Context: an optimization exercise on an open-source flow, tuned for small area and a short achievable clock period. The choices shown serve that exercise and are no tape-out recipe.
Only simulation tests tie the RTL to the original design; equivalence was not proved.
Power is estimated from default activity; no workload was simulated.

Setup of north:
==> flow/design.v (excerpt) <==
module top(
    output [15:0] led,
    input  [15:0] sw,
    output [6:0]  seg,
    input  btnC, btnU, btnL, btnR, btnD,
    output [3:0]  an,
    input  clk,
    input  rst
    );
Size: roughly 41 flip-flops, ~50 I/O pins, ~6000 um2 of cells after synthesis.
Settings: LEC_CHECK=0, ABC_AREA=1, CAP_MARGIN=20, CORE_MARGIN=2, CORE_UTILIZATION=40, CTS_BUF_LIST=sky130_fd_sc_hd__clkbuf_8, SLEW_MARGIN=20; clock period 32.0 ns.
run.sh (not shown) runs the stock make flow with config.mk's settings and CLKGATE_MAP_FILE= SYNTH_SCRIPT=/design/flow/synth_recipe.tcl, a recipe that flattens the netlist after the stock synthesis.
north completed every stage of the flow, and the final layout passed the timing, DRC and antenna checks.
## Diff of input files: south against north
==> flow/flow/run.sh (new file) <==
#!/bin/bash
# The standard layout (standard synthesis included), with two changes to
# how it is made; the clock period and constraints are the design's own:
#  - the port buffers are sky130_fd_sc_hd__buf_1 instead of the delay buffer
#    buffer_ports picks by default (every port still gets its own buffer);
#  - the timing repair is asked to leave extra setup slack, so it sizes and
#    buffers the critical paths instead of stopping at the 32 ns target.
set -euo pipefail
bash standard.sh "BUFFER_PORTS_ARGS=-buffer_cell sky130_fd_sc_hd__buf_1" \
    SETUP_SLACK_MARGIN=19 finish > standard_flow.log 2>&1
==> flow/standard.sh (new file) <==
#!/bin/bash
# synth_recipe.tcl (not shown) runs the flow's synth.tcl, then flattens the netlist and writes it again
# the make line also repeats each setting of config.mk as NAME=value (left out here)
make -C /OpenROAD-flow-scripts/flow DESIGN_CONFIG=/design/flow/config.mk WORK_HOME=/design/flow/orfs CLKGATE_MAP_FILE= SYNTH_SCRIPT=/design/flow/synth_recipe.tcl "${@:-finish}"
--- a/flow/config.mk
+++ b/flow/config.mk
@@ -7,3 +7,2 @@
 export LEC_CHECK = 0
-export ABC_AREA = 1
 export CAP_MARGIN = 20
@@ -11,3 +10,2 @@
 export CORE_UTILIZATION = 40
-export CTS_BUF_LIST = sky130_fd_sc_hd__clkbuf_8
 export SLEW_MARGIN = 20
removed: flow/run.sh
Findings:
Having completed the whole flow, south delivered a layout that passed the timing, DRC and antenna checks. Compared south vs north, and total routing resource utilization after global routing is up in south. When the final numbers for north and south were put side by side, the final setup slack of the worst path turned out to be smaller in south. Comparing power for north and south, the bigger number came from north.
The following lists how east was set up differently from south:
--- a/flow/flow/run.sh
+++ b/flow/flow/run.sh
@@ -9,2 +9,2 @@
 bash standard.sh "BUFFER_PORTS_ARGS=-buffer_cell sky130_fd_sc_hd__buf_1" \
-    SETUP_SLACK_MARGIN=19 finish > standard_flow.log 2>&1
+    SETUP_SLACK_MARGIN=20 finish > standard_flow.log 2>&1
--- a/flow/config.mk
+++ b/flow/config.mk
@@ -7,2 +7,3 @@
 export LEC_CHECK = 0
+export ABC_AREA = 1
 export CAP_MARGIN = 20
@@ -10,2 +11,3 @@
 export CORE_UTILIZATION = 40
+export CTS_BUF_LIST = sky130_fd_sc_hd__clkbuf_8
 export SLEW_MARGIN = 20
Notes after the runs:
south → east: number of global-route vias before repair higher, total area of sequential cells roughly the same, number of diodes added for antenna fixing roughly the same, maximum fanout along the worst path lower. Global-route wire length before repair up 270 um in east wrt south. east vs south on clock latency reported for the late side of the worst-skew pair: east is the higher one. Placer congestion estimate came out lower on east than on south. east gives less complex-gate fraction of the synthesized area than south did. Leading cell type in the layout, fill and taps excluded: sky130_fd_sc_hd__nand2_1 -> east, sky130_fd_sc_hd__inv_1 -> south.


top, a different RTL version from the one above (not shown whole).
Size in the first run: about 680 cells after synthesis, ~41 flip-flops, about 50 I/O pins, roughly 5800 um^2 of cells after synthesis.
export LEC_CHECK = 0
export CAP_MARGIN = 20
export CORE_MARGIN = 2
export CORE_UTILIZATION = 40
export SLEW_MARGIN = 20
create_clock -name core_clock -period 32.0 [get_ports {clk}]
standard.sh (not shown) runs the stock make flow with config.mk's settings and CLKGATE_MAP_FILE= SYNTH_SCRIPT=/design/flow/synth_recipe.tcl, a recipe that flattens the netlist after the stock synthesis.
==> flow/flow/run.sh <==
#!/bin/bash
set -euo pipefail
bash standard.sh SETUP_SLACK_MARGIN=19 finish > standard_flow.log 2>&1
The starting point completed with no timing, DRC or antenna violations.
==> next run, changes <==
==> flow/run.sh (new file) <==
#!/bin/bash
# synth_recipe.tcl (not shown) runs the flow's synth.tcl, then flattens the netlist and writes it again
# the make line also repeats each setting of config.mk as NAME=value (left out here)
make -C /OpenROAD-flow-scripts/flow DESIGN_CONFIG=/design/flow/config.mk WORK_HOME=/design/flow/orfs CLKGATE_MAP_FILE= SYNTH_SCRIPT=/design/flow/synth_recipe.tcl finish
CORE_UTILIZATION = 70   (was 40)
PLACE_DENSITY = 0.8   (was default)
removed: flow/flow/run.sh
removed: flow/standard.sh
After rerunning:
- The changed run completed with no timing, DRC or antenna violations
- global-route usage increases by 16 points
- final area shrinks by a few percent
- wire length drops by a few percent
- clock skew is about the same
- maximum frequency decreases by a few percent
- final cell count fell by roughly a tenth
- core utilization goes up by 31 points
==> next run, changes <==
CORE_UTILIZATION = 40   (was 70)
PLACE_DENSITY = default   (was 0.8)
The changed run produced a clean layout.
Non-clock buffer count falls by 1.
Maximum frequency is about the same.
Clock-buffer cell count stays the same.
Setup slack is better by 0.033 ns.
Global-route usage falls by 16 points.
Clock power rises by 35%.
Via count falls by 3.3%.
Design area rises by 2.3%.
Power rises by 5.3%.
==> next run, changes <==
==> flow/flow/run.sh (new file) <==
#!/bin/bash
# The standard layout (standard synthesis included), with two changes to
# how it is made; the clock period and constraints are the design's own:
#  - the port buffers are sky130_fd_sc_hd__buf_1 instead of the delay buffer
#    buffer_ports picks by default (every port still gets its own buffer);
#  - the timing repair is asked to leave extra setup slack, so it sizes and
#    buffers the critical paths instead of stopping at the 32 ns target.
set -euo pipefail
bash standard.sh "BUFFER_PORTS_ARGS=-buffer_cell sky130_fd_sc_hd__buf_1" \
    SETUP_SLACK_MARGIN=19 finish > standard_flow.log 2>&1
==> flow/standard.sh (new file) <==
#!/bin/bash
# synth_recipe.tcl (not shown) runs the flow's synth.tcl, then flattens the netlist and writes it again
# the make line also repeats each setting of config.mk as NAME=value (left out here)
make -C /OpenROAD-flow-scripts/flow DESIGN_CONFIG=/design/flow/config.mk WORK_HOME=/design/flow/orfs CLKGATE_MAP_FILE= SYNTH_SCRIPT=/design/flow/synth_recipe.tcl "${@:-finish}"
removed: flow/run.sh
=> The changed run went through all stages and came out clean. Synthesized cell count does not change. Non-clock buffer count climbs by 2. Sequential share of layout area climbs by 0.59 points. Final cell count stays flat. Worst hold slack improved by 0.0099 ns. Clock skew increases by 0.0044 ns. Design area went down by 4.3%. Total power is lower by 4.9%. Via count fell by 0.37%. Setup slack improves by 1.0 ns. Maximum frequency grows by 8.1%.

afterwards: timing with drivers on the ports:
Ports are ideal in the flow. The routed layouts listed here were re-timed in OpenROAD. Step 1 (the two cells are an assumption about what drives the block):
set clk [get_ports {clk}]
set_driving_cell -lib_cell sky130_fd_sc_hd__clkbuf_16 $clk
set_driving_cell -lib_cell sky130_fd_sc_hd__buf_2 [delete_from_list [all_inputs] $clk]
Step 2 times the ports against the registers' clock, not the clock port: input delays grow and output delays shrink by t, the midpoint of the rising clock arrivals with the driver on. Three values: ideal, step 1, step 2; two values: the first two.
run | t, ns | slack for setup (ns) | worst slew at a driven data input, ns | pins driven straight from the clock port
north | 0.343 | 19.602 / 19.605 / 19.262 | 0.03 | 1
south | 0.313 | 19.462 / 19.465 / 19.152 | 0.04 | 1
east | 0.334 | 20.508 / 20.488 / 20.183 | 0.03 | 1
the first run of note 2 | 0.314 | 19.220 / 19.189 / 19.062 | 0.06 | 1
the second run of note 2 | 0.331 | 18.372 / 18.352 / 18.052 | 0.04 | 1
the third run of note 2 | 0.314 | 18.405 / 18.374 / 18.298 | 0.06 | 1
the fourth run of note 2 | 0.307 | 19.424 / 19.393 / 19.136 | 0.05 | 1
After both steps setup and hold are still met in every run listed. The setup slack of north, which loses most, moves by +0.003 ns with the drivers and by -0.340 ns with both steps.
